This design comes from an exercise in tuning for small area and a short achievable clock period on the open sky130 flow, not from production work. RTL that was checked went through simulation tests only; none was proved equivalent to the original. Only the layout flow was run in runs 4 to 7; the RTL was not checked for function there. Power figures rest on the tool's default switching activity, not on a simulated workload.

### config.mk
export PLATFORM = sky130hd
export DESIGN_NAME = fpadder
export DESIGN_NICKNAME = fpadder
export VERILOG_FILES = /design/flow/design.v
export SDC_FILE = /design/flow/constraint.sdc
export NUM_CORES = 4
export LEC_CHECK = 0
export ABC_AREA = 1
export CAP_MARGIN = 20
export CORE_MARGIN = 2
export CORE_UTILIZATION = 50
export CTS_BUF_LIST = sky130_fd_sc_hd__clkbuf_4 sky130_fd_sc_hd__clkbuf_8
export CTS_CLUSTER_DIAMETER = 80
export CTS_CLUSTER_SIZE = 50
export SETUP_SLACK_MARGIN = 2.3
export SLEW_MARGIN = 20
export TNS_END_PERCENT = 0
### constraint.sdc
create_clock -name core_clock -period 4.0 [get_ports {clk}]
set_input_delay 0.8000 -clock core_clock [delete_from_list [all_inputs] [get_ports {clk}]]
set_output_delay 0.8000 -clock core_clock [all_outputs]
set_load 0.01 [all_outputs]
### design.v
module fpadder(input [15:0] A, input [15:0] B, input clk, input rst, output reg [15:0] C);
wire [5:0] dbo = {1'b0, A[14:10]} - {1'b0, B[14:10]};
wire [4:0] dba = B[14:10] - A[14:10];
reg        sa1, sb1, abig1;
reg [4:0]  eb1, ad1;
reg [9:0]  ma1, mb1;
always @(posedge clk) begin
	sa1   <= A[15];
	sb1   <= B[15];
	abig1 <= ~dbo[5] & ((|dbo[4:0]) | (A[9:0] > B[9:0]));
	eb1   <= B[14:10];
	ad1   <= dbo[5] ? dba : dbo[4:0];
	ma1   <= A[9:0];
	mb1   <= B[9:0];
end
wire [9:0]  xm1 = abig1 ? ma1 : mb1;
wire [9:0]  ym1 = abig1 ? mb1 : ma1;
wire [10:0] ys = {1'b1, ym1} >> ad1[3:0];
wire [10:0] yv = ad1[4] ? 11'd0 : ys;
wire        sub1 = sa1 ^ sb1;
reg        sign2, sub2;
reg [4:0]  exp2;    
reg [9:0]  xm2;
reg [10:0] ym2;
always @(posedge clk) begin
	sign2 <= abig1 ? sa1 : sb1;
	sub2  <= sub1;
	exp2  <= eb1 + (abig1 ? ad1 : 5'd0) + 5'd1;
	xm2   <= xm1;
	ym2   <= yv ^ {11{sub1}};
end
wire [12:0] s = {2'b01, xm2, 1'b1} + {sub2, ym2, sub2};
reg        sign3;
reg [4:0]  exp3;    
reg [11:0] s3;
always @(posedge clk) begin
	sign3 <= sign2;
	exp3  <= exp2;
	s3    <= s[12:1];
end
reg [3:0] k;
always @(*) begin
	casez (s3[11:1])
	11'b1??????????: k = 4'd0;
	11'b01?????????: k = 4'd1;
	11'b001????????: k = 4'd2;
	11'b0001???????: k = 4'd3;
	11'b00001??????: k = 4'd4;
	11'b000001?????: k = 4'd5;
	11'b0000001????: k = 4'd6;
	11'b00000001???: k = 4'd7;
	11'b000000001??: k = 4'd8;
	11'b0000000001?: k = 4'd9;
	11'b00000000001: k = 4'd10;
	default:         k = 4'd1;
	endcase
end
wire [12:0] w = {s3, 1'b0} << k;
wire [5:0]  en = {exp3, 1'b1} + {1'b1, ~k, 1'b1};    
wire [4:0]  e = en[5:1];
wire zero = ~sign3 && exp3 == 5'd1 && s3 == 12'h800;
always @(posedge clk)
	C <= {sign3, e[4:1], e[0] & ~zero, w[11:2]};
endmodule
### flow/run.sh
#!/bin/bash
# Standard layout, with plain buffers (not delay cells) on the ports.
set -euo pipefail
export BUFFER_PORTS_ARGS="-buffer_cell sky130_fd_sc_hd__buf_2"
bash standard.sh > standard.log 2>&1
### standard.sh
#!/bin/bash
# synth_recipe.tcl (not shown) runs the flow's synth.tcl, then flattens the netlist and writes it again
# the make line also repeats each setting of config.mk as NAME=value (left out here)
make -C /OpenROAD-flow-scripts/flow DESIGN_CONFIG=/design/flow/config.mk WORK_HOME=/design/flow/orfs CLKGATE_MAP_FILE= SYNTH_SCRIPT=/design/flow/synth_recipe.tcl "${@:-finish}"
==> implementation parameters, run 1 <==
Parameter                              Value

Outcome
  Run status ... no timing/DRC/antenna violations

Synth
  Async set-reset flop share out of synthesis ... 0%
  Post-synthesis instance area ... 4730 um2
  Cell count after synthesis ... 584
  Number of warnings issued by yosys ... 1
  Dominant synthesized flop cell ... sky130_fd_sc_hd__dfxtp_1
  Fraction of post-synthesis cell area in the top cell type by area ... 40.2%
  Post-Synthesis Net Count ... 660
  Top cells by area, synth ... sky130_fd_sc_hd__dfxtp_1 40%, sky130_fd_sc_hd__ha_1 9.8%, sky130_fd_sc_hd__nand2_1 9.7%
  Fraction of the yosys area taken by sequential cells ... 40.2%
  Count of flip-flops with a built-in enable after synthesis ... 0
  Number of storage elements in the synthesis netlist ... 95
  Cell variety after synth ... 44
  Synthesized area per cell ... 8.10 um2
  Library cell with the largest summed area after synthesis ... sky130_fd_sc_hd__dfxtp_1

Clocking
  # clock sinks ... 95
  Total clock buffers created by CTS ... 9
  Clock latency reported for the late side of the worst-skew pair ... 0.35 ns
  Number of hold-repair buffers added at the cts stage ... 0
  Buffer levels on the longest clock path ... 2
  Clock-pin slew on the worst setup and hold paths ... 0.10 ns
  H-Tree Level Count ... 3
  TritonCTS clock tree ... done
  Root buffer cell ... sky130_fd_sc_hd__clkbuf_8

Drt
  Final routed wirelength across all metal layers ... 9390 um
  Router iterations before antenna repair ... 4
  Initial detailed-routing violation count ... 118
  Via count ... 3905
  Number of nets with antenna violations after detailed routing ... 0
  Detailed-route DRC error count ... 0
  Number of vias per cell after detailed routing ... 5.06
  Routed wire length per instance ... 12.2 um

Timing
  Final period utilization ... 49.0%
  Setup-violating endpoint count in the final report ... 0
  Setup repair after global routing missed its margin ... true
  Worst rel slew slack ... 33.2%
  Clock Skew ... 0.0126 ns
  Maximum frequency from static timing analysis ... 510 MHz
  Measured slew at the worst slew-check pin ... 0.999 ns
  Post-route worst setup slack ... 2.04 ns
  Final count of hold timing violations ... 0
  Post-layout minimum cycle time ... 1.96 ns
  Max-slew violations ... 0
  Total negative slack ... 0 ns

Placed design
  Placed cell count ... 735
  Dpl hpwl ... 7320 um
  Routability cong. ... 0.853
  Worst slack after detailed placement ... 1.74 ns
  Number of port buffers ... 48
  Placed standard-cell area ... 5120 um2

Final layout
  Final Instance Count excl. Fillers ... 772
  Post-route standard cell area excluding fillers ... 5610 um2
  Final core utilization ... 61.0%
  Final #Nets ... 732
  Layout overhead on the synthesized area ... 18.6%
  Number of diodes added for antenna fixing ... 0
  Share of post-route cells with drive strength above 1 ... 22.4%

Min path
  Hold crit path type ... reg2reg

Setup path
  Cell with the most instances on the worst path ... sky130_fd_sc_hd__nor2_4
  Arrival @ worst endpoint ... 2.26 ns
  Startpoint kind of the worst setup timing path ... register
  Crit-path cells ... nor2_4 -> inv_2 -> nor2_4 -> nand2_2 -> nand3_4 -> nor2_4 -> nand2_8 -> nand2_8 -> ha_4 -> fa_2 -> o21ai_2 -> xnor2_1
  WP data required ... 4.30 ns
  Kind of end point of the critical path ... register
  Maximum cell stage delay along the critical path ... 0.37 ns
  Crit Path Class ... reg2reg
  Critical path peak fanout ... 4
  Slowest cell on the critical path ... sky130_fd_sc_hd__dfxtp_4

Global route
  Via count of the first global-routing pass ... 3608
  Overflow after GRT ... 0
  Antenna violations before repair ... 0
  Overall routing resource usage ... 19.1%
  Largest net degree at the start of global routing ... 34
  Wire length of the first global-routing pass ... 15500 um

Floorplan
  Number of top-level design ports ... 50
  Placeable core region ... 9200 um2
  Die area ... 10300 um2
  # rows ... 35
  Effective utilization at floorplan ... 51.4%
  Horiz. Die Dim ... 101 um
  Die Span Y ... 101 um

Power
  Max IR drop VDD ... 0.248 mV
  Pwr dens ... 697 nW/um2
  Leakage power total ... 2.76 nW

Run
  Max Cap Viol ... 0
final timing paths:
| kind | start | endpoint | slack (ns) | cells past startpoint |
|---|---|---|---|---|
| worst max-delay path | s3[9]$_DFF_P_ | C[14]$_DFF_P_ | 2.04 | 12 |
| worst min-delay path | exp2[4]$_DFF_P_ | exp3[4]$_DFF_P_ | 0.32 | 0 |
| worst max register to register | s3[9]$_DFF_P_ | C[14]$_DFF_P_ | 2.04 | 12 |
| worst min register to register | exp2[4]$_DFF_P_ | exp3[4]$_DFF_P_ | 0.32 | 0 |
metrics by stage:
step	power, mW	hold WS, ns
detailed placement	3.01	0.312
global placement	2.98	0.311
finish	3.91	0.321
global route	4.20	0.331
CTS	3.79	0.323
floorplan	2.64	0.310
cell usage in the layout (no fill, tap or decap), drive strengths merged:
cell type	synthesis	routed
o21a	1	1
inv	74	77
a21o	3	3
o2111ai	1	1
fa	5	5
a41o	1	1
a21oi	24	24
ha	37	37
a22oi	2	2
xnor2	10	10
xor2	24	24
o211ai	3	3
a211oi	2	2
buf	6	71
nand3	55	55
nand4	3	3
nor3b	1	1
clkbuf	4	9
o21bai	2	2
clkinvlp	0	1
nor3	9	9
nor4	3	3
bufinv	0	1
nand2	132	132
a31oi	4	4
o22ai	1	1
a21boi	1	1
o21ai	44	44
clkinv	0	2
dfxtp	95	95
mux2i	1	1
nor2	36	36
cell families after synthesis:
family | Yosys count | share of synthesized area [%]
flops | 95 | 40.2
fa+ha+maj | 42 | 11.9
mux | 1 | 0.212
buf+inv | 84 | 7.19
compound gates | 89 | 10.6
simple gates | 239 | 23.6
xor+xnor | 34 | 6.29
critical path, delay by kind of cell, from the launching register on:
family | cells | cell delay, ns
and+or+nand+nor | 7 | 0.66
adders and majority gates | 2 | 0.54
DFF | 1 | 0.37
AOI/OAI and AO/OA | 1 | 0.14
xor gates and xnor gates | 1 | 0.12
buffers and inverters | 1 | 0.07
flip-flops by register name, summed over array words and instances, names as in the netlist, 5 cells and up:
| register | count |
|---|---|
| ma1 | 10 |
| exp2 | 5 |
| eb1 | 5 |
| s3 | 12 |
| C | 16 |
| ym2 | 11 |
| ad1 | 5 |
| mb1 | 10 |
| xm2 | 10 |
| exp3 | 5 |
timing repair:
item	CTS	global route
setup endpoints to repair	33	35
setup buffers	9	11
endpoints found under the hold margin	0	0
resized for setup	22	17
gates cloned	0	1
pin swaps	8	10
Yosys cell counts, types with 3 or more instances:
master	number
sky130_fd_sc_hd__inv_1	65
sky130_fd_sc_hd__fa_1	5
sky130_fd_sc_hd__nand3_1	49
sky130_fd_sc_hd__xnor2_1	10
sky130_fd_sc_hd__o211ai_1	3
sky130_fd_sc_hd__a21o_1	3
sky130_fd_sc_hd__inv_2	8
sky130_fd_sc_hd__o21ai_1	5
sky130_fd_sc_hd__nand2_4	3
sky130_fd_sc_hd__nand2_1	122
sky130_fd_sc_hd__nor4_1	3
sky130_fd_sc_hd__a31oi_1	4
sky130_fd_sc_hd__ha_1	37
sky130_fd_sc_hd__nand4_1	3
sky130_fd_sc_hd__dfxtp_1	95
sky130_fd_sc_hd__nor2_1	31
sky130_fd_sc_hd__nand3_2	5
sky130_fd_sc_hd__clkbuf_1	4
sky130_fd_sc_hd__nor2_4	3
sky130_fd_sc_hd__a21oi_1	23
sky130_fd_sc_hd__nand2_2	6
sky130_fd_sc_hd__nor3_1	9
sky130_fd_sc_hd__o21ai_0	38
sky130_fd_sc_hd__xor2_1	24
final cells by class:
cell class                 count  area [um2]
inverter                      74         292
sequential                    95        1920
timing repair buffer          71         437
tap                          111         139
clock inverter                 7        85.1
multi-input combinational    405        2610
clock buffer                   9         124
fill                         845        3590
per-layer routing:
| metal | global-route usage [%] | part of all wire [%] | vias up |
|---|---|---|---|
| li1 | - | - | 2047 |
| met1 | 21.0 | 42 | 1759 |
| met2 | 35.6 | 53 | 81 |
| met3 | 4.49 | 3.3 | 18 |
| met4 | 6.96 | 2.1 | 0 |
| met5 | 0 | 0 | - |
power by group:
part	leakage, nW	switching, mW	internal (mW)	total, mW
sequential	0.803	0.179	1.24	1.42
clock	0.107	0.344	0.302	0.646
combinational	1.85	1.06	0.784	1.85
==> inputs of run 2 (changes only) <==
--- a/config.mk
+++ b/config.mk
@@ -8,7 +8,7 @@
 export ABC_AREA = 1
 export CAP_MARGIN = 20
 export CORE_MARGIN = 2
-export CORE_UTILIZATION = 50
+export CORE_UTILIZATION = 40
 export CTS_BUF_LIST = sky130_fd_sc_hd__clkbuf_4 sky130_fd_sc_hd__clkbuf_8
 export CTS_CLUSTER_DIAMETER = 80
 export CTS_CLUSTER_SIZE = 50
==> run 2 against run 1 <==
  * Maximum frequency about the same
  * First-iteration DRC count grew 19%
  * Critical path depth is the same
  * Critical path type unchanged
  * Critical endpoint unchanged
  * Largest cell class unchanged
==> implementation parameters, run 2 <==
Parameter                              Value

Clocking
  Total clock buffers created by CTS ... 9
  # clock sinks ... 95
  Root buffer cell ... sky130_fd_sc_hd__clkbuf_8
  Clock latency reported for the late side of the worst-skew pair ... 0.37 ns
  Buffer levels on the longest clock path ... 2
  Clock-pin slew on the worst setup and hold paths ... 0.09 ns
  Number of hold-repair buffers added at the cts stage ... 0
  TritonCTS clock tree ... done
  H-Tree Level Count ... 3

Final layout
  Layout overhead on the synthesized area ... 17.3%
  Final #Nets ... 725
  Number of diodes added for antenna fixing ... 0
  Share of post-route cells with drive strength above 1 ... 20.5%
  Most frequent cells in the layout ... 121 x sky130_fd_sc_hd__nand2_1, 88 x sky130_fd_sc_hd__dfxtp_1, 61 x sky130_fd_sc_hd__inv_1
  Regs by FF count ... C x16, s3 x12, ym2 x11
  Number of flip-flops in the largest register ... 16
  Final Instance Count excl. Fillers ... 797
  Most frequent standard cell in the layout excluding fill and tap cells ... sky130_fd_sc_hd__nand2_1
  Largest register by flop count ... C

Synth
  Number of storage elements in the synthesis netlist ... 95
  Fraction of the yosys area taken by sequential cells ... 40.2%
  Top cells by instance count after synthesis ... 122 x sky130_fd_sc_hd__nand2_1, 95 x sky130_fd_sc_hd__dfxtp_1, 65 x sky130_fd_sc_hd__inv_1, 49 x sky130_fd_sc_hd__nand3_1, 38 x sky130_fd_sc_hd__o21ai_0
  Library cell with the largest summed area after synthesis ... sky130_fd_sc_hd__dfxtp_1
  Fraction of post-synthesis cell area in the top cell type by area ... 40.2%
  Synthesized area per cell ... 8.10 um2
  Async set-reset flop share out of synthesis ... 0%
  Cell count after synthesis ... 584
  Cell variety after synth ... 44
  Top cells by area, synth ... sky130_fd_sc_hd__dfxtp_1 40%, sky130_fd_sc_hd__ha_1 9.8%, sky130_fd_sc_hd__nand2_1 9.7%
  Post-Synthesis Net Count ... 660
  Number of warnings issued by yosys ... 1
  Dominant synthesized flop cell ... sky130_fd_sc_hd__dfxtp_1
  Count of flip-flops with a built-in enable after synthesis ... 0
  Post-synthesis instance area ... 4730 um2
  Most frequent cell after synthesis ... sky130_fd_sc_hd__nand2_1

Floorplan
  Placeable core region ... 11500 um2
  Effective utilization at floorplan ... 41.3%
  Die Span Y ... 113 um
  Number of top-level design ports ... 50
  Die area ... 12700 um2
  Horiz. Die Dim ... 113 um
  # rows ... 39

Timing
  Post-layout minimum cycle time ... 1.96 ns
  Final count of hold timing violations ... 0
  Total negative slack ... 0 ns
  Final period utilization ... 49.0%
  Max-slew violations ... 0
  Setup-violating endpoint count in the final report ... 0
  Clock Skew ... 0.00696 ns
  Worst rel slew slack ... 33.0%
  Measured slew at the worst slew-check pin ... 1.00 ns
  Maximum frequency from static timing analysis ... 510 MHz
  Setup repair after global routing missed its margin ... true

Power
  Clock Power Share ... 16.1%
  Part of the power in combinational logic ... 46.0%
  Net switching share of the total power ... 40.1%
  Max IR drop VDD ... 0.391 mV
  Leakage power total ... 2.72 nW
  Net switching component of the power ... 1.50 mW
  Portion of total power attributed to sequential cells ... 37.9%
  Internal portion of total power ... 2.24 mW
  Pwr dens ... 674 nW/um2

Drt
  Final routed wirelength across all metal layers ... 9130 um
  Detailed-route DRC error count ... 0
  Number of vias per cell after detailed routing ... 4.77
  Router iterations before antenna repair ... 4
  Routed wire length per instance ... 11.5 um
  Number of nets with antenna violations after detailed routing ... 0
  Initial detailed-routing violation count ... 140
  Via count ... 3805

Global route
  Via count of the first global-routing pass ... 3586
  Antenna violations before repair ... 0
  Wire length of the first global-routing pass ... 15400 um
  Overflow after GRT ... 0
  Largest net degree at the start of global routing ... 34
  Overall routing resource usage ... 15.0%

Placed design
  Placed cell count ... 767
  Routability cong. ... 0.878
  Dpl hpwl ... 7210 um
  Number of port buffers ... 48

Setup path
  Launching element of the worst setup path ... s3[8]$_DFF_P_
  Arrival @ worst endpoint ... 2.26 ns
  Crit Path Class ... reg2reg
  Critical path peak fanout ... 8
  Launching point of the worst reg2reg path ... s3[8]$_DFF_P_
  Startpoint kind of the worst setup timing path ... register
  Kind of end point of the critical path ... register
  WP data required ... 4.30 ns

Outcome
  Run status ... no timing/DRC/antenna violations

Min path
  Start point of the worst hold path ... exp2[1]$_DFF_P_
  Hold crit path type ... reg2reg

Run
  Max Cap Viol ... 0
==> run 2: worst max-delay path, stage by stage, from the launching register on <==
cell	delay, ns
sky130_fd_sc_hd__dfxtp_4	0.37
sky130_fd_sc_hd__nor2_4	0.14
sky130_fd_sc_hd__inv_2	0.06
sky130_fd_sc_hd__nor2_4	0.13
sky130_fd_sc_hd__nand3_4	0.10
sky130_fd_sc_hd__nand2_4	0.10
sky130_fd_sc_hd__inv_4	0.05
sky130_fd_sc_hd__nand2_8	0.10
sky130_fd_sc_hd__nand2_8	0.07
sky130_fd_sc_hd__ha_4	0.16
sky130_fd_sc_hd__fa_2	0.35
sky130_fd_sc_hd__o21ai_2	0.13
sky130_fd_sc_hd__xnor2_1	0.12
==> run 2: kinds of logic after synthesis <==
kind of cell,Yosys count,share of synthesized area (%)
AND/OR/NAND/NOR,239,23.6
buffers and inverters,84,7.19
adder cells (fa/ha/maj),42,11.9
flip-flops,95,40.2
AO/OA/AOI/OAI,89,10.6
multiplexers,1,0.212
XOR/XNOR,34,6.29
==> run 2: final cells by class <==
class	count	area, um2
Inverter	74	292
Timing Repair Buffer	64	368
Tap cell	143	179
Fill cell	1101	5920
Clock buffer	14	180
Clock inverter	2	13.8
Sequential cell	95	1920
Multi-Input combinational cell	405	2600
==> run 2: layer usage <==
layer  track usage, %  up-vias  part of all wire [%]  wire, um
met5                0        -                     0         0
met4             7.72        0                   2.2       202
met3             3.70       15                   4.1       376
met2             26.5       79                    51      4700
met1             16.7     1678                    42      3860
li1                 -     2033                     -         -
==> run 2: power groups by stage <==
stage                     clock network (mW)  registers [mW]  logic (mW)
after detailed placement                   0            1.42        1.58
after global placement                     0            1.42        1.56
after floorplan                            0            1.41        1.23
after CTS                              0.623            1.42        1.69
final                                  0.602            1.42        1.72
after global routing                   0.664            1.45        1.96
==> run 2: path summary, 6_finish.rpt <==
| check | to | slack [ns] | cells past startpoint |
|---|---|---|---|
| hold reg to reg | exp3[1]$_DFF_P_ | 0.32 | 0 |
| setup reg to reg | C[14]$_DFF_P_ | 2.04 | 12 |
| hold / removal | exp3[1]$_DFF_P_ | 0.32 | 0 |
| setup / recovery | C[14]$_DFF_P_ | 2.04 | 12 |
==> run 2: what timing repair did <==
action	4_1_cts	5_1_grt
setup endpoints to repair	32	35
gates resized for setup	22	3
pin swaps	8	1
setup buffers	9	5
==> run 2: per-stage QoR <==
step	setup slack (ns)	hold WS (ns)	area [um2]	power, mW	util (%)
3_3_place_gp	1.73	0.313	5160	2.98	45.0
6_report	2.04	0.323	5550	3.74	48.4
5_1_grt	1.94	0.337	5550	4.07	48.4
3_5_place_dp	1.71	0.312	5160	3.00	45.0
4_1_cts	2.00	0.328	5510	3.74	48.0
2_1_floorplan	1.98	0.310	4800	2.64	-
==> inputs of run 3 (changes only) <==
==> flow/run.sh (replaced) <==
#!/bin/bash
# Standard layout, with plain buffers (not delay cells) on the ports.
set -euo pipefail
export BUFFER_PORTS_ARGS="-buffer_cell sky130_fd_sc_hd__buf_1"
bash standard.sh > standard.log 2>&1
--- a/config.mk
+++ b/config.mk
@@ -8,10 +8,10 @@
 export ABC_AREA = 1
 export CAP_MARGIN = 20
 export CORE_MARGIN = 2
-export CORE_UTILIZATION = 40
+export CORE_UTILIZATION = 65
 export CTS_BUF_LIST = sky130_fd_sc_hd__clkbuf_4 sky130_fd_sc_hd__clkbuf_8
 export CTS_CLUSTER_DIAMETER = 80
 export CTS_CLUSTER_SIZE = 50
-export SETUP_SLACK_MARGIN = 2.3
+export SETUP_SLACK_MARGIN = 2.0
 export SLEW_MARGIN = 20
 export TNS_END_PERCENT = 0
==> run 3 against run 2 <==
  * Still clean on timing, DRC and antenna
  * Non-clock buffer count down 2
  * Sequential cell count is the same
  * Clock skew increased by 0.0021 ns
  * Area after synthesis is the same
  * Sequential share of layout area is 0.87 points higher
  * Count of clock-buffer cells in the layout shrank 5
  * Total power rose by 0.61%
  * Critical endpoint unchanged
  * Largest cell class unchanged
  * Largest power group unchanged
  * Highest routed layer unchanged
==> implementation parameters, run 3 <==
Parameter                              Value

Synth
  Fraction of post-synthesis cell area in the top cell type by area ... 40.2%
  Top cells by area, synth ... sky130_fd_sc_hd__dfxtp_1 40%, sky130_fd_sc_hd__ha_1 9.8%, sky130_fd_sc_hd__nand2_1 9.7%
  Cell count after synthesis ... 584
  Cell variety after synth ... 44
  Dominant synthesized flop cell ... sky130_fd_sc_hd__dfxtp_1
  Synthesized area per cell ... 8.10 um2
  Post-synthesis instance area ... 4730 um2
  Count of flip-flops with a built-in enable after synthesis ... 0
  Most frequent cell after synthesis ... sky130_fd_sc_hd__nand2_1
  Fraction of the yosys area taken by sequential cells ... 40.2%
  Post-Synthesis Net Count ... 660
  Number of warnings issued by yosys ... 1
  Async set-reset flop share out of synthesis ... 0%
  Number of storage elements in the synthesis netlist ... 95
  Library cell with the largest summed area after synthesis ... sky130_fd_sc_hd__dfxtp_1
  Top cells by instance count after synthesis ... 122 x sky130_fd_sc_hd__nand2_1, 95 x sky130_fd_sc_hd__dfxtp_1, 65 x sky130_fd_sc_hd__inv_1, 49 x sky130_fd_sc_hd__nand3_1, 38 x sky130_fd_sc_hd__o21ai_0

Timing
  Final count of hold timing violations ... 0
  Total negative slack ... 0 ns
  Clock Skew ... 0.00901 ns
  Setup-violating endpoint count in the final report ... 0
  Post-route worst setup slack ... 1.97 ns
  Max-slew violations ... 0
  Post-layout minimum cycle time ... 2.03 ns
  Measured slew at the worst slew-check pin ... 1.03 ns
  Worst rel slew slack ... 30.9%
  Final period utilization ... 50.8%
  Maximum frequency from static timing analysis ... 492 MHz
  Setup repair after global routing missed its margin ... true

Setup path
  Critical path peak fanout ... 13
  Maximum cell stage delay along the critical path ... 0.45 ns
  Kind of end point of the critical path ... register
  Crit Path Class ... reg2reg
  Slowest cell on the critical path ... sky130_fd_sc_hd__dfxtp_1
  Terminus of the critical flop-to-flop path ... C[14]$_DFF_P_
  Crit-path cells ... inv_2 -> nand2_4 -> nor2_1 -> nand2_2 -> o21ai_0 -> nor2_1 -> buf_4 -> inv_2 -> fa_2 -> o21ai_2 -> xnor2_1
  Slack of the worst reg-to-reg path ... 1.97 ns
  Launching element of the worst setup path ... s3[6]$_DFF_P_
  Arrival @ worst endpoint ... 2.32 ns
  Buffers & Inverters on Critical Path ... 3
  Cell type group with the largest total delay on the critical path ... flip-flops
  WP data required ... 4.29 ns
  Startpoint kind of the worst setup timing path ... register
  Launching point of the worst reg2reg path ... s3[6]$_DFF_P_
  Worst r2r path cells ... 11

Global route
  Overflow after GRT ... 0
  Overall routing resource usage ... 24.6%
  Antenna violations before repair ... 0
  Wire length of the first global-routing pass ... 15400 um
  Largest net degree at the start of global routing ... 34
  Via count of the first global-routing pass ... 3664

Outcome
  Run status ... no timing/DRC/antenna violations

Floorplan
  Horiz. Die Dim ... 89.3 um
  Placeable core region ... 7140 um2
  # rows ... 31
  Die Span Y ... 89.3 um
  Die area ... 7980 um2
  Number of top-level design ports ... 50
  Effective utilization at floorplan ... 66.3%

Drt
  Via count ... 3936
  Highest layer used for signal routing ... met4
  Detail Route met3 WL ... 310 um
  Detailed-route DRC error count ... 0
  Number of vias per cell after detailed routing ... 5.24
  WL met1 ... 3760 um
  Routed wl met2 ... 4940 um
  Initial detailed-routing violation count ... 147
  Router iterations before antenna repair ... 5
  Final routed wirelength across all metal layers ... 9270 um
  Number of nets with antenna violations after detailed routing ... 0
  Routed wire length per instance ... 12.3 um

Placed design
  Worst slack after detailed placement ... 1.64 ns
  Routability cong. ... 0.960
  Placed cell count ... 723
  Dpl hpwl ... 7120 um
  Number of port buffers ... 48

Clocking
  TritonCTS clock tree ... done
  H-Tree Level Count ... 3
  Root buffer cell ... sky130_fd_sc_hd__clkbuf_8
  Buffer levels on the longest clock path ... 2
  Clock latency reported for the late side of the worst-skew pair ... 0.35 ns
  # clock sinks ... 95
  Clock-pin slew on the worst setup and hold paths ... 0.10 ns
  Total clock buffers created by CTS ... 9
  Number of hold-repair buffers added at the cts stage ... 0

Final layout
  Regs by FF count ... C x16, s3 x12, ym2 x11
  Final Instance Count excl. Fillers ... 751
  Layout overhead on the synthesized area ... 14.6%
  Register cell area after layout ... 1920 um2
  Number of flip-flops in the largest register ... 16
  Multi-input gate area in the final layout ... 2600 um2
  Most frequent cells in the layout ... 120 x sky130_fd_sc_hd__nand2_1, 88 x sky130_fd_sc_hd__dfxtp_1, 60 x sky130_fd_sc_hd__inv_1
  Final core utilization ... 76.0%
  Final-layout fill cell count ... 559
  Final #Nets ... 723
  Most frequent standard cell in the layout excluding fill and tap cells ... sky130_fd_sc_hd__nand2_1
  Largest register by flop count ... C
  Number of diodes added for antenna fixing ... 0
  Share of post-route cells with drive strength above 1 ... 13.3%

Min path
  Start point of the worst hold path ... exp2[0]$_DFF_P_
  Destination of the worst hold path ... exp3[0]$_DFF_P_
  Cells on Worst Hold Path ... 0
  Hold crit path type ... reg2reg

Power
  Leakage power total ... 2.58 nW
  Pwr dens ... 694 nW/um2
  Max IR drop VDD ... 0.275 mV

Run
  Max Cap Viol ... 0
[run 3: cell counts after synthesis]
No cell type changed its count.
[run 3: per-layer routing]
| metal | up-vias | track usage [%] |
|---|---|---|
| met5 | - | 0 |
| met4 | 0 | 10.4 |
| met3 | 24 | 3.23 |
| met2 | 111 | 46.0 |
| met1 | 1767 | 27.9 |
| li1 | 2034 | - |
[run 3: final cells by class]
class	count	area share [%]
Inverter	74	5.38
Multi-Input combinational cell	405	48.0
Tap cell	99	2.28
Clock buffer	9	2.28
Clock inverter	7	1.27
Timing Repair Buffer	62	5.40
Sequential cell	95	35.4
[run 3: power by group]
group | internal [mW] | switching [mW] | leakage (nW)
Sequential | 1.24 | 0.184 | 0.802
Clock | 0.247 | 0.360 | 0.101
Combinational | 0.689 | 1.04 | 1.67
[run 3: cell families after synthesis]
logic type / share of synthesized area [%]
xor gates and xnor gates: 6.29
adders and majority gates: 11.9
DFF: 40.2
buffers and inverters: 7.19
and+or+nand+nor: 23.6
muxes: 0.212
AOI/OAI and AO/OA: 10.6
[run 3: worst max-delay path by stage]
stage                      to  slack (ns)  depth (start not counted)
2_1_floorplan  ad1[1]$_DFF_P_        1.98                          7
3_5_place_dp    abig1$_DFF_P_        1.64                          9
4_1_cts         C[14]$_DFF_P_        1.93                         11
5_1_grt         C[14]$_DFF_P_        1.89                         12
3_3_place_gp    abig1$_DFF_P_        1.73                          9
6_report        C[14]$_DFF_P_        1.97                         11
[run 3: metrics by stage]
| stage | power, mW | cell area, um2 | hold WS (ns) |
|---|---|---|---|
| floorplan | 2.64 | 4800 | 0.310 |
| global placement | 2.95 | 5040 | 0.312 |
| detailed placement | 2.99 | 5040 | 0.312 |
| CTS | 3.64 | 5310 | 0.336 |
| global route | 4.05 | 5420 | 0.344 |
| finish | 3.76 | 5420 | 0.336 |
[run 3: worst register-to-register path: stages, from the launching register on]
cell,delay [ns]
sky130_fd_sc_hd__dfxtp_1,0.45
sky130_fd_sc_hd__inv_2,0.07
sky130_fd_sc_hd__nand2_4,0.10
sky130_fd_sc_hd__nor2_1,0.06
sky130_fd_sc_hd__nand2_2,0.08
sky130_fd_sc_hd__o21ai_0,0.09
sky130_fd_sc_hd__nor2_1,0.11
sky130_fd_sc_hd__buf_4,0.21
sky130_fd_sc_hd__inv_2,0.14
sky130_fd_sc_hd__fa_2,0.40
sky130_fd_sc_hd__o21ai_2,0.14
sky130_fd_sc_hd__xnor2_1,0.12
[run 3: repair_timing]
item,in CTS,in global routing
endpoints found under the setup margin,7,19
pin swaps,4,6
buffers inserted,6,6
gates resized for setup,9,19
==> inputs of run 4 (changes only) <==
--- a/design.v
+++ b/design.v
@@ -26,17 +26,18 @@
 	sign2 <= abig1 ? sa1 : sb1;
 	sub2  <= sub1;
 	exp2  <= eb1 + (abig1 ? ad1 : 5'd0) + 5'd1;
-	xm2   <= xm1;
-	ym2   <= yv ^ {11{sub1}};
+	xm2   <= xm1 ^ {10{sub1}};
+	ym2   <= yv;
 end
-wire [12:0] s = {2'b01, xm2, 1'b1} + {sub2, ym2, sub2};
+wire [11:0] t = {sub2, ~sub2, xm2} + {1'b0, ym2};
+wire [11:0] s = t ^ {12{sub2}};
 reg        sign3;
 reg [4:0]  exp3;    
 reg [11:0] s3;
 always @(posedge clk) begin
 	sign3 <= sign2;
 	exp3  <= exp2;
-	s3    <= s[12:1];
+	s3    <= s;
 end
 reg [3:0] k;
 always @(*) begin
==> flow/run.sh (replaced) <==
#!/bin/bash
# Standard layout, with plain buffers (not delay cells) on the ports.
set -euo pipefail
export BUFFER_PORTS_ARGS="-buffer_cell sky130_fd_sc_hd__buf_2"
bash standard.sh > standard.log 2>&1
==> run 4 against run 3 <==
  * Still clean
  * Clock skew rose by 0.0041 ns
  * Via count rose by 2.2%
  * Maximum frequency rose by 1.2%
  * Sequential power barely moved
  * Global-route usage rose by 0.27 points
  * Cell count rose by 2.1%
  * Largest power group unchanged
==> implementation parameters, run 4 <==
Parameter                              Value

Timing
  Setup-violating endpoint count in the final report ... 0
  Setup repair after global routing missed its margin ... true
  Maximum frequency from static timing analysis ... 498 MHz
  Clock Skew ... 0.0131 ns
  Post-route worst setup slack ... 1.99 ns
  Total negative slack ... 0 ns
  Max-slew violations ... 0
  Post-layout minimum cycle time ... 2.01 ns
  Final period utilization ... 50.2%
  Measured slew at the worst slew-check pin ... 0.728 ns
  Worst rel slew slack ... 51.4%
  Final count of hold timing violations ... 0

Setup path
  Startpoint kind of the worst setup timing path ... register
  Launching point of the worst reg2reg path ... s3[7]$_DFF_P_
  Terminus of the critical flop-to-flop path ... C[14]$_DFF_P_
  Arrival @ worst endpoint ... 2.30 ns
  Worst r2r path cells ... 12
  Slack of the worst reg-to-reg path ... 1.99 ns
  WP data required ... 4.29 ns
  Crit Path Class ... reg2reg
  Kind of end point of the critical path ... register
  Critical path peak fanout ... 4

Synth
  Fraction of post-synthesis cell area in the top cell type by area ... 39.1%
  Post-Synthesis Net Count ... 679
  Post-synthesis instance area ... 4860 um2
  Dominant synthesized flop cell ... sky130_fd_sc_hd__dfxtp_1
  Cell count after synthesis ... 602
  Top cells by area, synth ... sky130_fd_sc_hd__dfxtp_1 39%, sky130_fd_sc_hd__ha_1 9.8%, sky130_fd_sc_hd__nand2_1 9.2%
  Count of flip-flops with a built-in enable after synthesis ... 0
  Top cells by instance count after synthesis ... 119 x sky130_fd_sc_hd__nand2_1, 95 x sky130_fd_sc_hd__dfxtp_1, 66 x sky130_fd_sc_hd__inv_1, 48 x sky130_fd_sc_hd__nand3_1, 38 x sky130_fd_sc_hd__ha_1
  Number of storage elements in the synthesis netlist ... 95
  Library cell with the largest summed area after synthesis ... sky130_fd_sc_hd__dfxtp_1
  Synthesized area per cell ... 8.08 um2
  Cell variety after synth ... 40
  Number of warnings issued by yosys ... 1
  Most frequent cell after synthesis ... sky130_fd_sc_hd__nand2_1
  Async set-reset flop share out of synthesis ... 0%
  Fraction of the yosys area taken by sequential cells ... 39.1%

Floorplan
  Horiz. Die Dim ... 90.5 um
  # rows ... 31
  Die Span Y ... 90.5 um
  Die area ... 8190 um2
  Effective utilization at floorplan ... 67.1%
  Number of top-level design ports ... 50
  Placeable core region ... 7250 um2

Drt
  Via count ... 4024
  Number of nets with antenna violations after detailed routing ... 0
  Detailed-route DRC error count ... 0
  Routed wire length per instance ... 12.8 um
  Number of vias per cell after detailed routing ... 5.25
  Initial detailed-routing violation count ... 171
  Router iterations before antenna repair ... 5
  Final routed wirelength across all metal layers ... 9790 um

Clocking
  Number of hold-repair buffers added at the cts stage ... 0
  # clock sinks ... 95
  Root buffer cell ... sky130_fd_sc_hd__clkbuf_8
  Total clock buffers created by CTS ... 9
  Buffer levels on the longest clock path ... 2
  Clock latency reported for the late side of the worst-skew pair ... 0.37 ns
  Clock-pin slew on the worst setup and hold paths ... 0.10 ns
  TritonCTS clock tree ... done
  H-Tree Level Count ... 3

Final layout
  Final core utilization ... 77.4%
  Regs by FF count ... C x16, s3 x12, ym2 x11
  Final Instance Count excl. Fillers ... 767
  Layout overhead on the synthesized area ... 15.4%
  Number of flip-flops in the largest register ... 16
  Final-layout fill cell count ... 534
  Final #Nets ... 740
  Most frequent standard cell in the layout excluding fill and tap cells ... sky130_fd_sc_hd__nand2_1
  Largest register by flop count ... C
  Most frequent cells in the layout ... 117 x sky130_fd_sc_hd__nand2_1, 84 x sky130_fd_sc_hd__dfxtp_1, 65 x sky130_fd_sc_hd__inv_1
  Number of diodes added for antenna fixing ... 0
  Share of post-route cells with drive strength above 1 ... 21.4%

Min path
  Destination of the worst hold path ... sign3$_DFF_P_
  Hold crit path type ... reg2reg
  Cells on Worst Hold Path ... 0
  Start point of the worst hold path ... sign2$_DFF_P_

Outcome
  Run status ... no timing/DRC/antenna violations

Placed design
  Worst slack after detailed placement ... 1.56 ns
  Number of port buffers ... 48
  Routability cong. ... 0.939
  Placed cell count ... 736
  Dpl hpwl ... 7400 um

Power
  Max IR drop VDD ... 0.308 mV
  Pwr dens ... 741 nW/um2
  Net switching component of the power ... 1.79 mW
  Net switching share of the total power ... 43.0%
  Part of the power in combinational logic ... 49.5%
  Clock Power Share ... 16.1%
  Power consumption ... 4.16 mW
  Portion of total power attributed to sequential cells ... 34.4%
  Internal portion of total power ... 2.37 mW
  Leakage power total ... 2.82 nW

Global route
  Via count of the first global-routing pass ... 3847
  Wire length of the first global-routing pass ... 16500 um
  Largest net degree at the start of global routing ... 30
  Overflow after GRT ... 0
  Antenna violations before repair ... 0
  Overall routing resource usage ... 24.9%

Run
  Max Cap Viol ... 0
==> run 4: layout make-up <==
class | count | area (um2) | share of cell area, %
flip-flops and latches | 95 | 1930 | 34.3
clock inverters | 7 | 97.6 | 1.74
clock buffers | 9 | 124 | 2.21
repair buffers | 64 | 364 | 6.49
inverters | 77 | 304 | 5.42
multi-input cells | 416 | 2680 | 47.6
well taps | 99 | 124 | 2.21
==> run 4: worst max-delay path by stage <==
stage	startpoint	to	slack [ns]	cells past startpoint
global placement	s3[6]$_DFF_P_	C[13]$_DFF_P_	1.59	12
CTS	s3[9]$_DFF_P_	C[13]$_DFF_P_	1.96	10
detailed placement	s3[10]$_DFF_P_	C[13]$_DFF_P_	1.56	12
finish	s3[7]$_DFF_P_	C[14]$_DFF_P_	1.99	12
floorplan	B[12]	ad1[1]$_DFF_P_	1.91	8
global route	s3[11]$_DFF_P_	C[13]$_DFF_P_	1.89	12
==> run 4: repair_timing <==
item,CTS,global route
endpoints found under the setup margin,17,18
setup buffers,6,9
pin swaps,5,1
resized for setup,23,11
==> run 4: cell families (layout without fill, tap and decap cells) <==
kind of cell | Yosys count | in the layout | share of synthesized area (%)
AO/OA/AOI/OAI | 82 | 82 | 9.34
XOR/XNOR | 44 | 44 | 7.92
adder cells (fa/ha/maj) | 43 | 43 | 11.8
buffers and inverters | 91 | 157 | 7.56
flip-flops | 95 | 95 | 39.1
multiplexers | 3 | 3 | 0.617
AND/OR/NAND/NOR | 244 | 244 | 23.6
==> run 4: power by group through the flow <==
| stage | sequential, mW | combinational [mW] | clock, mW |
|---|---|---|---|
| finish | 1.43 | 2.06 | 0.670 |
| global route | 1.46 | 2.30 | 0.731 |
| CTS | 1.43 | 1.95 | 0.691 |
| detailed placement | 1.43 | 1.82 | 0 |
| global placement | 1.42 | 1.77 | 0 |
| floorplan | 1.41 | 1.46 | 0 |
==> run 4: metal layers <==
| layer | GRT usage [%] | part of all wire (%) | vias up |
|---|---|---|---|
| met1 | 25.6 | 40 | 1819 |
| met3 | 5.84 | 3.8 | 31 |
| met4 | 12.9 | 3.3 | 0 |
| met5 | 0 | 0 | - |
| met2 | 46.4 | 53 | 104 |
| li1 | - | - | 2070 |
==> run 4: critical path, stage by stage (launching register included) <==
cell and delay, ns:
sky130_fd_sc_hd__dfxtp_4 0.37, sky130_fd_sc_hd__inv_1 0.11, sky130_fd_sc_hd__nand2_4 0.08, sky130_fd_sc_hd__nor2_2 0.12
sky130_fd_sc_hd__nand3_2 0.12, sky130_fd_sc_hd__nand2_4 0.11, sky130_fd_sc_hd__inv_2 0.07, sky130_fd_sc_hd__nand2_4 0.10
sky130_fd_sc_hd__nand2_8 0.05, sky130_fd_sc_hd__ha_2 0.18, sky130_fd_sc_hd__fa_2 0.36, sky130_fd_sc_hd__o21ai_2 0.14
sky130_fd_sc_hd__xnor2_1 0.13
==> run 4: per-stage QoR <==
step,instance area (um2),hold slack [ns]
after global placement,5180,0.313
after global routing,5610,0.340
final,5610,0.333
after floorplan,4900,0.310
after detailed placement,5180,0.313
after CTS,5500,0.336
==> inputs of run 5 (changes only) <==
--- a/design.v
+++ b/design.v
@@ -57,9 +57,15 @@
 	endcase
 end
 wire [12:0] w = {s3, 1'b0} << k;
-wire [5:0]  en = {exp3, 1'b1} + {1'b1, ~k, 1'b1};    
-wire [4:0]  e = en[5:1];
+wire [2:0] el  = {1'b0, exp3[1:0]} - {1'b0, k[1:0]};
+wire [2:0] x0 = exp3[4:2];
+wire [2:0] x1 = exp3[4:2] - 3'd1;
+wire [2:0] x2 = exp3[4:2] - 3'd2;
+wire [2:0] x3 = exp3[4:2] - 3'd3;
+wire [2:0] eh0 = k[3] ? x2 : (k[2] ? x1 : x0);
+wire [2:0] eh1 = k[3] ? x3 : (k[2] ? x2 : x1);
+wire [2:0] eh  = el[2] ? eh1 : eh0;
 wire zero = ~sign3 && exp3 == 5'd1 && s3 == 12'h800;
 always @(posedge clk)
-	C <= {sign3, e[4:1], e[0] & ~zero, w[11:2]};
+	C <= {sign3, eh, el[1], el[0] & ~zero, w[11:2]};
 endmodule
==> run 5 against run 4 <==
  * Critical path depth unchanged
  * Area after synthesis increased by 3.1%
  * Routed wire length fell by 2.1%
  * Combinational power down 5%
  * Register-to-register slack lost 0.14 ns
  * Clock skew decreased by 0.0016 ns
  * Critical endpoint is now C[12]$_DFF_P_
==> implementation parameters, run 5 <==
Parameter                              Value

Placed design
  Placed cell count ... 755
  Routability cong. ... 0.990
  Worst slack after detailed placement ... 1.36 ns
  Dpl hpwl ... 7460 um
  Placed standard-cell area ... 5330 um2
  Number of port buffers ... 48

Synth
  Top cells by area, synth ... sky130_fd_sc_hd__dfxtp_1 38%, sky130_fd_sc_hd__ha_1 9.5%, sky130_fd_sc_hd__nand2_1 8.8%
  Post-synthesis instance area ... 5010 um2
  Number of storage elements in the synthesis netlist ... 95
  Top cells by instance count after synthesis ... 117 x sky130_fd_sc_hd__nand2_1, 95 x sky130_fd_sc_hd__dfxtp_1, 83 x sky130_fd_sc_hd__inv_1, 43 x sky130_fd_sc_hd__nand3_1, 39 x sky130_fd_sc_hd__o21ai_0
  Cell count after synthesis ... 620
  Library cell with the largest summed area after synthesis ... sky130_fd_sc_hd__dfxtp_1
  Async set-reset flop share out of synthesis ... 0%
  Count of flip-flops with a built-in enable after synthesis ... 0
  Cell variety after synth ... 46
  Fraction of post-synthesis cell area in the top cell type by area ... 37.9%
  Number of warnings issued by yosys ... 1
  Dominant synthesized flop cell ... sky130_fd_sc_hd__dfxtp_1
  Most frequent cell after synthesis ... sky130_fd_sc_hd__nand2_1
  Synthesized area per cell ... 8.09 um2
  Post-Synthesis Net Count ... 697
  Fraction of the yosys area taken by sequential cells ... 37.9%

Timing
  Final period utilization ... 53.6%
  Worst rel slew slack ... 50.5%
  Setup-violating endpoint count in the final report ... 0
  Post-layout minimum cycle time ... 2.14 ns
  Clock Skew ... 0.0115 ns
  Maximum frequency from static timing analysis ... 466 MHz
  Total negative slack ... 0 ns
  Max-slew violations ... 0
  Setup repair after global routing missed its margin ... true
  Final count of hold timing violations ... 0
  Hold Slack ... 0.332 ns
  Post-route worst setup slack ... 1.86 ns
  Measured slew at the worst slew-check pin ... 0.742 ns

Global route
  Antenna violations before repair ... 0
  Via count of the first global-routing pass ... 3836
  Largest net degree at the start of global routing ... 32
  Wire length of the first global-routing pass ... 16400 um
  Overflow after GRT ... 0
  Overall routing resource usage ... 24.5%

Final layout
  Share of post-route cells with drive strength above 1 ... 18.7%
  Number of flip-flops in the largest register ... 16
  Final Instance Count excl. Fillers ... 776
  Regs by FF count ... C x16, s3 x12, ym2 x11
  Most frequent standard cell in the layout excluding fill and tap cells ... sky130_fd_sc_hd__nand2_1
  Most frequent cells in the layout ... 116 x sky130_fd_sc_hd__nand2_1, 85 x sky130_fd_sc_hd__dfxtp_1, 83 x sky130_fd_sc_hd__inv_1
  Final #Nets ... 746
  Largest register by flop count ... C
  Final core utilization ... 73.9%
  Layout overhead on the synthesized area ... 12.1%
  Number of diodes added for antenna fixing ... 0
  Post-route standard cell area excluding fillers ... 5620 um2

Setup path
  Launching element of the worst setup path ... s3[2]$_DFF_P_
  WP data required ... 4.28 ns
  Startpoint kind of the worst setup timing path ... register
  Crit-path cells ... nor2_1 -> nand2_1 -> nand2_1 -> nand2_2 -> nand3_2 -> o21ai_4 -> ha_1 -> inv_1 -> fa_2 -> xor2_1 -> xor2_1 -> inv_1
  Critical path peak fanout ... 3
  Crit Path Class ... reg2reg
  Terminus of the critical flop-to-flop path ... C[12]$_DFF_P_
  Arrival @ worst endpoint ... 2.43 ns
  CP Capture Point ... C[12]$_DFF_P_
  Worst r2r path cells ... 12
  Launching point of the worst reg2reg path ... s3[2]$_DFF_P_
  Maximum cell stage delay along the critical path ... 0.41 ns
  Slack of the worst reg-to-reg path ... 1.86 ns
  Slowest cell on the critical path ... sky130_fd_sc_hd__dfxtp_1
  Kind of end point of the critical path ... register

Drt
  Number of vias per cell after detailed routing ... 5.11
  Number of nets with antenna violations after detailed routing ... 0
  Routed wire length per instance ... 12.4 um
  Detailed-route DRC error count ... 0
  Final routed wirelength across all metal layers ... 9580 um
  Router iterations before antenna repair ... 7
  Initial detailed-routing violation count ... 164
  Via count ... 3968

Floorplan
  Die Span Y ... 91.8 um
  Die area ... 8430 um2
  Placeable core region ... 7610 um2
  Number of top-level design ports ... 50
  # rows ... 32
  Effective utilization at floorplan ... 65.9%
  Horiz. Die Dim ... 91.8 um

Clocking
  TritonCTS clock tree ... done
  Buffer levels on the longest clock path ... 2
  Number of hold-repair buffers added at the cts stage ... 0
  Clock latency reported for the late side of the worst-skew pair ... 0.38 ns
  Total clock buffers created by CTS ... 9
  Root buffer cell ... sky130_fd_sc_hd__clkbuf_8
  Clock-pin slew on the worst setup and hold paths ... 0.10 ns
  # clock sinks ... 95
  H-Tree Level Count ... 3

Power
  Leakage power total ... 2.85 nW
  Power consumption ... 4.07 mW
  Pwr dens ... 724 nW/um2
  Max IR drop VDD ... 0.289 mV

Min path
  Hold crit path type ... reg2reg

Outcome
  Run status ... no timing/DRC/antenna violations

Run
  Max Cap Viol ... 0
[run 5: kinds of logic after synthesis]
| logic type | synth area share (%) |
|---|---|
| AND/OR/NAND/NOR | 23.9 |
| flip-flops | 37.9 |
| adder cells (fa/ha/maj) | 11.5 |
| buffers and inverters | 8.36 |
| AO/OA/AOI/OAI | 10.1 |
| multiplexers | 0.599 |
| XOR/XNOR | 7.69 |
[run 5: area by class of cell]
| cell class | instances | area, um2 |
|---|---|---|
| timing repair buffer | 53 | 278 |
| clock buffer | 9 | 124 |
| inverter | 90 | 338 |
| fill | 602 | 1990 |
| clock inverter | 7 | 95.1 |
| tap | 102 | 128 |
| multi-input combinational | 420 | 2740 |
| sequential | 95 | 1920 |
[run 5: timing repair]
action / 4_1_cts / 5_1_grt
pin swaps: 6 / 0
endpoints found under the setup margin: 14 / 32
setup buffers: 5 / 0
resized for setup: 13 / 1
cloned: 0 / 0
[run 5: how the worst min path moves through the flow]
stage / startpoint / end / slack, ns / cells after the start
6_report: sign2$_DFF_P_ / sign3$_DFF_P_ / 0.33 / 0
5_1_grt: sign2$_DFF_P_ / sign3$_DFF_P_ / 0.34 / 0
4_1_cts: exp2[3]$_DFF_P_ / exp3[3]$_DFF_P_ / 0.34 / 0
3_5_place_dp: exp2[0]$_DFF_P_ / exp3[0]$_DFF_P_ / 0.31 / 0
3_3_place_gp: exp2[3]$_DFF_P_ / exp3[3]$_DFF_P_ / 0.31 / 0
2_1_floorplan: exp2[0]$_DFF_P_ / exp3[0]$_DFF_P_ / 0.31 / 0
[run 5: power by group]
part	switching, mW	leakage, nW	total [mW]	internal, mW
Combinational	1.20	1.94	1.96	0.754
Clock	0.370	0.111	0.679	0.309
Sequential	0.195	0.799	1.43	1.23
[run 5: layer usage]
layer / vias to the layer above / wire, um / GRT usage (%) / part of all wire [%]
met5: - / 0 / 0 / 0
met3: 25 / 390 / 4.93 / 4.1
met4: 0 / 263 / 11.1 / 2.7
met1: 1742 / 3740 / 24.6 / 39
met2: 111 / 5190 / 47.9 / 54
li1: 2090 / - / - / -
[run 5: worst max-delay path: cells and delay by family, from the launching register on]
| family | cells | cell delay, ns |
|---|---|---|
| xor gates and xnor gates | 2 | 0.35 |
| adders and majority gates | 2 | 0.53 |
| DFF | 1 | 0.41 |
| buffers and inverters | 2 | 0.10 |
| and+or+nand+nor | 5 | 0.46 |
| AOI/OAI and AO/OA | 1 | 0.20 |
==> inputs of run 6 (changes only) <==
--- a/design.v
+++ b/design.v
@@ -64,8 +64,19 @@
 wire [2:0] x3 = exp3[4:2] - 3'd3;
 wire [2:0] eh0 = k[3] ? x2 : (k[2] ? x1 : x0);
 wire [2:0] eh1 = k[3] ? x3 : (k[2] ? x2 : x1);
-wire [2:0] eh  = el[2] ? eh1 : eh0;
 wire zero = ~sign3 && exp3 == 5'd1 && s3 == 12'h800;
-always @(posedge clk)
-	C <= {sign3, eh, el[1], el[0] & ~zero, w[11:2]};
+reg        sign4, b4;
+reg [2:0]  eh04, eh14;
+reg [1:0]  el4;
+reg [9:0]  m4;
+always @(posedge clk) begin
+	sign4 <= sign3;
+	m4    <= w[11:2];
+	el4   <= {el[1], el[0] & ~zero};
+	eh04  <= eh0;
+	eh14  <= eh1;
+	b4    <= el[2];
+end
+always @(*)
+	C = {sign4, b4 ? eh14 : eh04, el4, m4};
 endmodule
==> run 6 against run 5 <==
  * Still clean
  * Design area decreased by 1.3%
  * Critical path depth decreased by 10
  * First-iteration DRC count decreased by 1.8%
  * Die area decreased by 1.0%
  * Maximum frequency increased by 5.8%
  * Cell count decreased by 1.9%
  * Utilization increased by 1.8 points
  * Total power decreased by 3.9%
  * Critical path type is now reg2out
  * Critical endpoint is now C[13]
  * Highest routed layer unchanged
==> implementation parameters, run 6 <==
Parameter                              Value

Drt
  Final routed wirelength across all metal layers ... 9570 um
  Router iterations before antenna repair ... 6
  Initial detailed-routing violation count ... 161
  Number of vias per cell after detailed routing ... 5.20
  Via count ... 3959
  Detailed-route DRC error count ... 0
  WL met1 ... 4000 um
  Number of nets with antenna violations after detailed routing ... 0
  Detail Route met3 WL ... 440 um
  Highest layer used for signal routing ... met4
  Routed wire length per instance ... 12.6 um
  Routed wl met2 ... 4860 um

Final layout
  Number of flip-flops in the largest register ... 12
  Most frequent standard cell in the layout excluding fill and tap cells ... sky130_fd_sc_hd__nand2_1
  Regs by FF count ... s3 x12, ym2 x11
  Share of post-route cells with drive strength above 1 ... 16.5%
  Final core utilization ... 75.6%
  Number of diodes added for antenna fixing ... 0
  Largest register by flop count ... s3
  Final Instance Count excl. Fillers ... 761
  Final #Nets ... 734
  Most frequent cells in the layout ... 116 x sky130_fd_sc_hd__nand2_1, 97 x sky130_fd_sc_hd__dfxtp_1, 79 x sky130_fd_sc_hd__inv_1
  Post-route standard cell area excluding fillers ... 5540 um2
  Layout overhead on the synthesized area ... 11.8%

Clocking
  TritonCTS clock tree ... done
  Total clock buffers created by CTS ... 9
  Root buffer cell ... sky130_fd_sc_hd__clkbuf_8
  H-Tree Level Count ... 3
  Buffer levels on the longest clock path ... 2
  Clock-pin slew on the worst setup and hold paths ... 0.10 ns
  # clock sinks ... 99
  Clock latency reported for the late side of the worst-skew pair ... 0.36 ns

Timing
  Clock Skew ... 0.0180 ns
  Measured slew at the worst slew-check pin ... 0.750 ns
  Post-route worst setup slack ... 1.97 ns
  Setup-violating endpoint count in the final report ... 0
  Post-layout minimum cycle time ... 2.03 ns
  Setup repair after global routing missed its margin ... true
  Maximum frequency from static timing analysis ... 494 MHz
  Final count of hold timing violations ... 0
  Total negative slack ... 0 ns
  Final period utilization ... 50.7%
  Max-slew violations ... 0
  Worst rel slew slack ... 50.0%

Setup path
  Terminus of the critical flop-to-flop path ... el4[1]$_DFF_P_
  Kind of end point of the critical path ... output pin
  CP Capture Point ... C[13]
  Launching element of the worst setup path ... b4$_DFF_P_
  Arrival @ worst endpoint ... 1.23 ns
  Slack of the worst reg-to-reg path ... 1.98 ns
  Crit Path Class ... reg2out
  Critical path peak fanout ... 3
  Startpoint kind of the worst setup timing path ... register
  Launching point of the worst reg2reg path ... s3[10]$_DFF_P_
  WP data required ... 3.20 ns
  Worst r2r path cells ... 10

Synth
  Number of storage elements in the synthesis netlist ... 99
  Cell variety after synth ... 45
  Post-Synthesis Net Count ... 685
  Number of warnings issued by yosys ... 1
  Library cell with the largest summed area after synthesis ... sky130_fd_sc_hd__dfxtp_1
  Most frequent cell after synthesis ... sky130_fd_sc_hd__nand2_1
  Async set-reset flop share out of synthesis ... 0%
  Fraction of post-synthesis cell area in the top cell type by area ... 39.9%
  Fraction of the yosys area taken by sequential cells ... 39.9%
  Top cells by instance count after synthesis ... 116 x sky130_fd_sc_hd__nand2_1, 99 x sky130_fd_sc_hd__dfxtp_1, 82 x sky130_fd_sc_hd__inv_1, 47 x sky130_fd_sc_hd__nand3_1, 41 x sky130_fd_sc_hd__o21ai_0
  Post-synthesis instance area ... 4960 um2
  Dominant synthesized flop cell ... sky130_fd_sc_hd__dfxtp_1
  Top cells by area, synth ... sky130_fd_sc_hd__dfxtp_1 40%, sky130_fd_sc_hd__ha_1 9.6%, sky130_fd_sc_hd__nand2_1 8.8%
  Cell count after synthesis ... 608
  Count of flip-flops with a built-in enable after synthesis ... 0
  Synthesized area per cell ... 8.16 um2

Global route
  Overflow after GRT ... 0
  Via count of the first global-routing pass ... 3950
  Overall routing resource usage ... 24.2%
  Largest net degree at the start of global routing ... 32
  Wire length of the first global-routing pass ... 16400 um
  Antenna violations before repair ... 0

Placed design
  Number of port buffers ... 48
  Placed standard-cell area ... 5300 um2
  Dpl hpwl ... 7420 um
  Worst slack after detailed placement ... 1.64 ns
  Routability cong. ... 0.914
  Placed cell count ... 740

Floorplan
  Die Span Y ... 91.4 um
  Effective utilization at floorplan ... 67.7%
  Placeable core region ... 7330 um2
  Horiz. Die Dim ... 91.4 um
  Number of top-level design ports ... 50
  Die area ... 8350 um2
  # rows ... 31

Run
  Max Cap Viol ... 0

Outcome
  Run status ... no timing/DRC/antenna violations

Power
  Pwr dens ... 705 nW/um2
  Max IR drop VDD ... 0.288 mV
  Leakage power total ... 2.78 nW

Min path
  Hold crit path type ... reg2reg
[run 6: cell types whose count changed after synthesis, sizes merged, moves of 3 or more]
| cell | previous run | this run |
|---|---|---|
| nor2 | 44 | 35 |
| nand2 | 130 | 123 |
| dfxtp | 95 | 99 |
| inv | 89 | 85 |
| buf | 7 | 4 |
| clkbuf | 8 | 11 |
| mux2 | 0 | 3 |
| nand4 | 8 | 5 |
[run 6: worst min path at each step]
| stage | start | to | slack [ns] | cells past startpoint |
|---|---|---|---|---|
| finish | exp2[3]$_DFF_P_ | exp3[3]$_DFF_P_ | 0.33 | 0 |
| global route | exp2[2]$_DFF_P_ | exp3[2]$_DFF_P_ | 0.34 | 0 |
| CTS | exp2[3]$_DFF_P_ | exp3[3]$_DFF_P_ | 0.33 | 0 |
| detailed placement | exp2[3]$_DFF_P_ | exp3[3]$_DFF_P_ | 0.31 | 0 |
| global placement | exp2[2]$_DFF_P_ | exp3[2]$_DFF_P_ | 0.31 | 0 |
| floorplan | exp2[0]$_DFF_P_ | exp3[0]$_DFF_P_ | 0.31 | 0 |
[run 6: timing repair]
action | 4_1_cts | 5_1_grt
pin swaps | 2 | 0
setup buffers | 5 | 0
resized for setup | 4 | 1
endpoints found under the setup margin | 14 | 34
hold buffers | 0 | 0
[run 6: logic make-up (layout without fill, tap and decap cells)]
| logic type | after synthesis | count (layout) | share of synthesized area, % |
|---|---|---|---|
| mux | 6 | 6 | 1.29 |
| simple gates | 224 | 224 | 20.7 |
| buf+inv | 101 | 155 | 8.02 |
| flops | 99 | 99 | 39.9 |
| compound gates | 90 | 90 | 10.5 |
| fa+ha+maj | 43 | 43 | 11.6 |
| xor+xnor | 45 | 45 | 7.94 |
[run 6: metrics by stage]
step	total power, mW	hold slack (ns)
after floorplan	2.82	0.310
after global placement	3.17	0.312
after detailed placement	3.22	0.312
after CTS	3.90	0.326
after global routing	4.21	0.337
final	3.91	0.331
[run 6: where the power goes]
group,internal (mW),switching (mW)
combinational,0.715,1.10
clock,0.247,0.357
sequential,1.28,0.199
total,2.25,1.66
[run 6: cell type report]
class | instances | area, um2
clock buffer | 10 | 131
clock inverter | 6 | 57.6
fill | 563 | 1790
inverter | 86 | 339
multi-input combinational | 408 | 2630
sequential | 99 | 1980
tap | 99 | 124
timing repair buffer | 53 | 278
[run 6: critical path, cell delays in order, from the launching register on]
cell and delay [ns]:
sky130_fd_sc_hd__dfxtp_1 0.39, sky130_fd_sc_hd__mux2_2 0.34, sky130_fd_sc_hd__buf_2 0.14
[run 6: per-layer routing]
metal	GRT usage (%)	up-vias
met5	0	-
met4	10.2	0
met3	5.31	27
met2	45.2	115
met1	26.0	1754
li1	-	2063
==> inputs of run 7 (changes only) <==
--- a/design.v
+++ b/design.v
@@ -58,12 +58,8 @@
 end
 wire [12:0] w = {s3, 1'b0} << k;
 wire [2:0] el  = {1'b0, exp3[1:0]} - {1'b0, k[1:0]};
-wire [2:0] x0 = exp3[4:2];
-wire [2:0] x1 = exp3[4:2] - 3'd1;
-wire [2:0] x2 = exp3[4:2] - 3'd2;
-wire [2:0] x3 = exp3[4:2] - 3'd3;
-wire [2:0] eh0 = k[3] ? x2 : (k[2] ? x1 : x0);
-wire [2:0] eh1 = k[3] ? x3 : (k[2] ? x2 : x1);
+wire [2:0] eh0 = exp3[4:2] - {1'b0, k[3:2]};
+wire [2:0] eh1 = exp3[4:2] - {1'b0, k[3:2]} - 3'd1;
 wire zero = ~sign3 && exp3 == 5'd1 && s3 == 12'h800;
 reg        sign4, b4;
 reg [2:0]  eh04, eh14;
==> run 7 against run 6 <==
  * Still clean
  * Routed wire length fell by 5.4%
  * Clock skew fell by 0.0045 ns
  * Critical path depth rose by 6
  * Non-clock buffer count did not move
  * Count of clock-buffer cells in the layout did not move
  * Sequential cell count did not move
  * Worst setup slack got worse by 0.097 ns
  * Area after synthesis fell by 0.63%
  * Die area fell by 0.61%
==> implementation parameters, run 7 <==
Parameter                              Value

Clocking
  Root buffer cell ... sky130_fd_sc_hd__clkbuf_8
  Total clock buffers created by CTS ... 9
  H-Tree Level Count ... 3
  Clock-pin slew on the worst setup and hold paths ... 0.09 ns
  # clock sinks ... 99
  Buffer levels on the longest clock path ... 2
  Number of hold-repair buffers added at the cts stage ... 0
  TritonCTS clock tree ... done
  Clock latency reported for the late side of the worst-skew pair ... 0.35 ns

Outcome
  Run status ... no timing/DRC/antenna violations

Timing
  Final count of hold timing violations ... 0
  Clock Skew ... 0.0134 ns
  Post-layout minimum cycle time ... 2.12 ns
  Setup-violating endpoint count in the final report ... 0
  Measured slew at the worst slew-check pin ... 0.685 ns
  Max-slew violations ... 0
  Maximum frequency from static timing analysis ... 471 MHz
  Final period utilization ... 53.1%
  Total negative slack ... 0 ns
  Setup repair after global routing missed its margin ... true
  Post-route worst setup slack ... 1.88 ns
  Hold Slack ... 0.328 ns
  Worst rel slew slack ... 54.3%

Power
  Net switching component of the power ... 1.57 mW
  Internal portion of total power ... 2.35 mW
  Pwr dens ... 710 nW/um2
  Net switching share of the total power ... 40.1%
  Max IR drop VDD ... 0.280 mV
  Power consumption ... 3.92 mW
  Clock Power Share ... 18.0%
  Leakage power total ... 2.81 nW
  Portion of total power attributed to sequential cells ... 38.0%
  Part of the power in combinational logic ... 44.0%

Synth
  Number of warnings issued by yosys ... 1
  Post-Synthesis Net Count ... 670
  Cell count after synthesis ... 593
  Cell variety after synth ... 41
  Dominant synthesized flop cell ... sky130_fd_sc_hd__dfxtp_1
  Fraction of the yosys area taken by sequential cells ... 40.2%
  Number of storage elements in the synthesis netlist ... 99
  Most frequent cell after synthesis ... sky130_fd_sc_hd__nand2_1
  Library cell with the largest summed area after synthesis ... sky130_fd_sc_hd__dfxtp_1
  Post-synthesis instance area ... 4930 um2
  Top cells by instance count after synthesis ... 104 x sky130_fd_sc_hd__nand2_1, 99 x sky130_fd_sc_hd__dfxtp_1, 77 x sky130_fd_sc_hd__inv_1, 42 x sky130_fd_sc_hd__nand3_1, 39 x sky130_fd_sc_hd__o21ai_0
  Top cells by area, synth ... sky130_fd_sc_hd__dfxtp_1 40%, sky130_fd_sc_hd__ha_1 9.4%, sky130_fd_sc_hd__nand2_1 7.9%
  Fraction of post-synthesis cell area in the top cell type by area ... 40.2%
  Count of flip-flops with a built-in enable after synthesis ... 0
  Async set-reset flop share out of synthesis ... 0%
  Synthesized area per cell ... 8.31 um2

Setup path
  Kind of end point of the critical path ... register
  Crit Path Class ... reg2reg
  Buffers & Inverters on Critical Path ... 1
  Startpoint kind of the worst setup timing path ... register
  Cell with the most instances on the worst path ... sky130_fd_sc_hd__nand3_1
  Maximum cell stage delay along the critical path ... 0.50 ns
  Critical path peak fanout ... 4
  WP data required ... 4.24 ns
  Cell type group with the largest total delay on the critical path ... adder cells
  Crit-path cells ... inv_1 -> nand2_1 -> nor2_1 -> nand3_1 -> nand3_1 -> fa_1 -> ha_1 -> xor2_1
  Slowest cell on the critical path ... sky130_fd_sc_hd__fa_1
  Arrival @ worst endpoint ... 2.37 ns

Drt
  Detailed-route DRC error count ... 0
  Initial detailed-routing violation count ... 125
  Via count ... 3811
  Final routed wirelength across all metal layers ... 9050 um
  Router iterations before antenna repair ... 4
  Routed wire length per instance ... 12.2 um
  Number of vias per cell after detailed routing ... 5.12
  Number of nets with antenna violations after detailed routing ... 0

Run
  Max Cap Viol ... 0

Final layout
  Largest register by flop count ... s3
  Most frequent cells in the layout ... 104 x sky130_fd_sc_hd__nand2_1, 92 x sky130_fd_sc_hd__dfxtp_1, 75 x sky130_fd_sc_hd__inv_1
  Regs by FF count ... s3 x12, ym2 x11
  Final #Nets ... 717
  Final Instance Count excl. Fillers ... 744
  Share of post-route cells with drive strength above 1 ... 17.8%
  Final core utilization ... 75.7%
  Layout overhead on the synthesized area ... 12.0%
  Most frequent standard cell in the layout excluding fill and tap cells ... sky130_fd_sc_hd__nand2_1
  Post-route standard cell area excluding fillers ... 5520 um2
  Number of diodes added for antenna fixing ... 0
  Final-layout fill cell count ... 593
  Number of flip-flops in the largest register ... 12

Global route
  GRT met1 Usage ... 27.1%
  Overflow after GRT ... 0
  GRT met3 Usage ... 3.98%
  Largest net degree at the start of global routing ... 32
  Wire length of the first global-routing pass ... 15700 um
  Overall routing resource usage ... 23.2%
  Met2 usage ... 41.0%
  Most Used Layer, Global Route ... met2
  Antenna violations before repair ... 0
  Via count of the first global-routing pass ... 3696

Min path
  Hold crit path type ... reg2reg

Floorplan
  Die Span Y ... 91.1 um
  Horiz. Die Dim ... 91.1 um
  # rows ... 31
  Placeable core region ... 7290 um2
  Number of top-level design ports ... 50
  Effective utilization at floorplan ... 67.6%
  Die area ... 8300 um2

Placed design
  Dpl hpwl ... 7110 um
  Number of port buffers ... 48
  Placed standard-cell area ... 5230 um2
  Routability cong. ... 0.917
  Placed cell count ... 723
  Worst slack after detailed placement ... 1.68 ns
==> run 7: cell types whose count changed after synthesis, sizes merged, moves of 2 or more <==
cell    before  now
inv         85   82
buf          4   11
nor2        35   33
xnor2       12    7
nand3       53   51
o21ai       45   43
clkbuf      11    6
o221ai       2    0
xor2        33   35
o21bai       0    6
nand2      123  112
mux2i        3    5
==> run 7: cell type report <==
type                            count  area [um2]  share of cell area [%]
Clock buffer                       10         138                    2.49
Clock inverter                      6        95.1                    1.72
Inverter                           84         320                    5.80
Multi-Input combinational cell    393        2570                    46.6
Sequential cell                    99        1990                    36.1
Tap cell                           99         124                    2.24
Timing Repair Buffer               53         278                    5.03
==> run 7: path summary, 6_finish.rpt <==
check / from / to / slack (ns) / cells after the start
hold / removal: exp2[3]$_DFF_P_ / exp3[3]$_DFF_P_ / 0.33 / 0
hold reg to reg: exp2[3]$_DFF_P_ / exp3[3]$_DFF_P_ / 0.33 / 0
setup reg to reg: s3[11]$_DFF_P_ / eh14[2]$_DFF_P_ / 1.88 / 8
setup / recovery: s3[11]$_DFF_P_ / eh14[2]$_DFF_P_ / 1.88 / 8
==> run 7: power by group through the flow <==
stage	Clock (mW)	Sequential [mW]	Combinational, mW
2_1_floorplan	0	1.46	1.34
3_3_place_gp	0	1.50	1.61
4_1_cts	0.722	1.49	1.72
5_1_grt	0.757	1.52	1.96
6_report	0.706	1.49	1.72
3_5_place_dp	0	1.50	1.65
==> run 7: timing repair <==
item,4_1_cts,5_1_grt
pin swaps,3,0
resized for setup,8,1
buffers inserted,5,0
setup endpoints to repair,20,33
==> run 7: per-layer routing <==
layer | wire (um) | vias up
met3 | 367 | 16
met5 | 0 | -
met2 | 4560 | 90
met1 | 3930 | 1697
li1 | - | 2008
met4 | 188 | 0
==> run 7: cells by family (layout without fill, tap and decap cells) <==
group                      Yosys count  in the layout  share of synthesized area (%)
AOI/OAI and AO/OA                   90             90                           10.3
xor gates and xnor gates            42             42                           7.46
DFF                                 99             99                           40.2
and+or+nand+nor                    210            210                           20.2
muxes                                8              8                           1.70
adders and majority gates           43             43                           11.8
buffers and inverters              101            153                           8.33

-- afterwards: timing with drivers on the ports --
In the flow no input, the clock included, has a driving cell. The finished layouts below were timed again as built, in two steps.
Step 1, drivers: a clkbuf_16 drives clk and a buf_2 each remaining input, both assumed.
Step 2, shift: input delay + t, output delay - t, t = (earliest + latest rising clock arrival at the registers) / 2. This alone moves slack from input paths to output paths.
Three values: ideal, step 1, step 2; two values: the first two.
run	t (ns)	slack for setup (ns)
run 1	0.382	2.039 / 2.039 / 1.745
run 2	0.395	2.039 / 2.039 / 1.740
run 3	0.382	1.969 / 1.969 / 1.647
run 4	0.393	1.994 / 1.994 / 1.693
run 5	0.401	1.855 / 1.855 / 1.616
run 6	0.388	1.974 / 1.940 / 1.663
run 7	0.386	1.877 / 1.877 / 1.670
After both steps setup and hold are still met in every run listed.
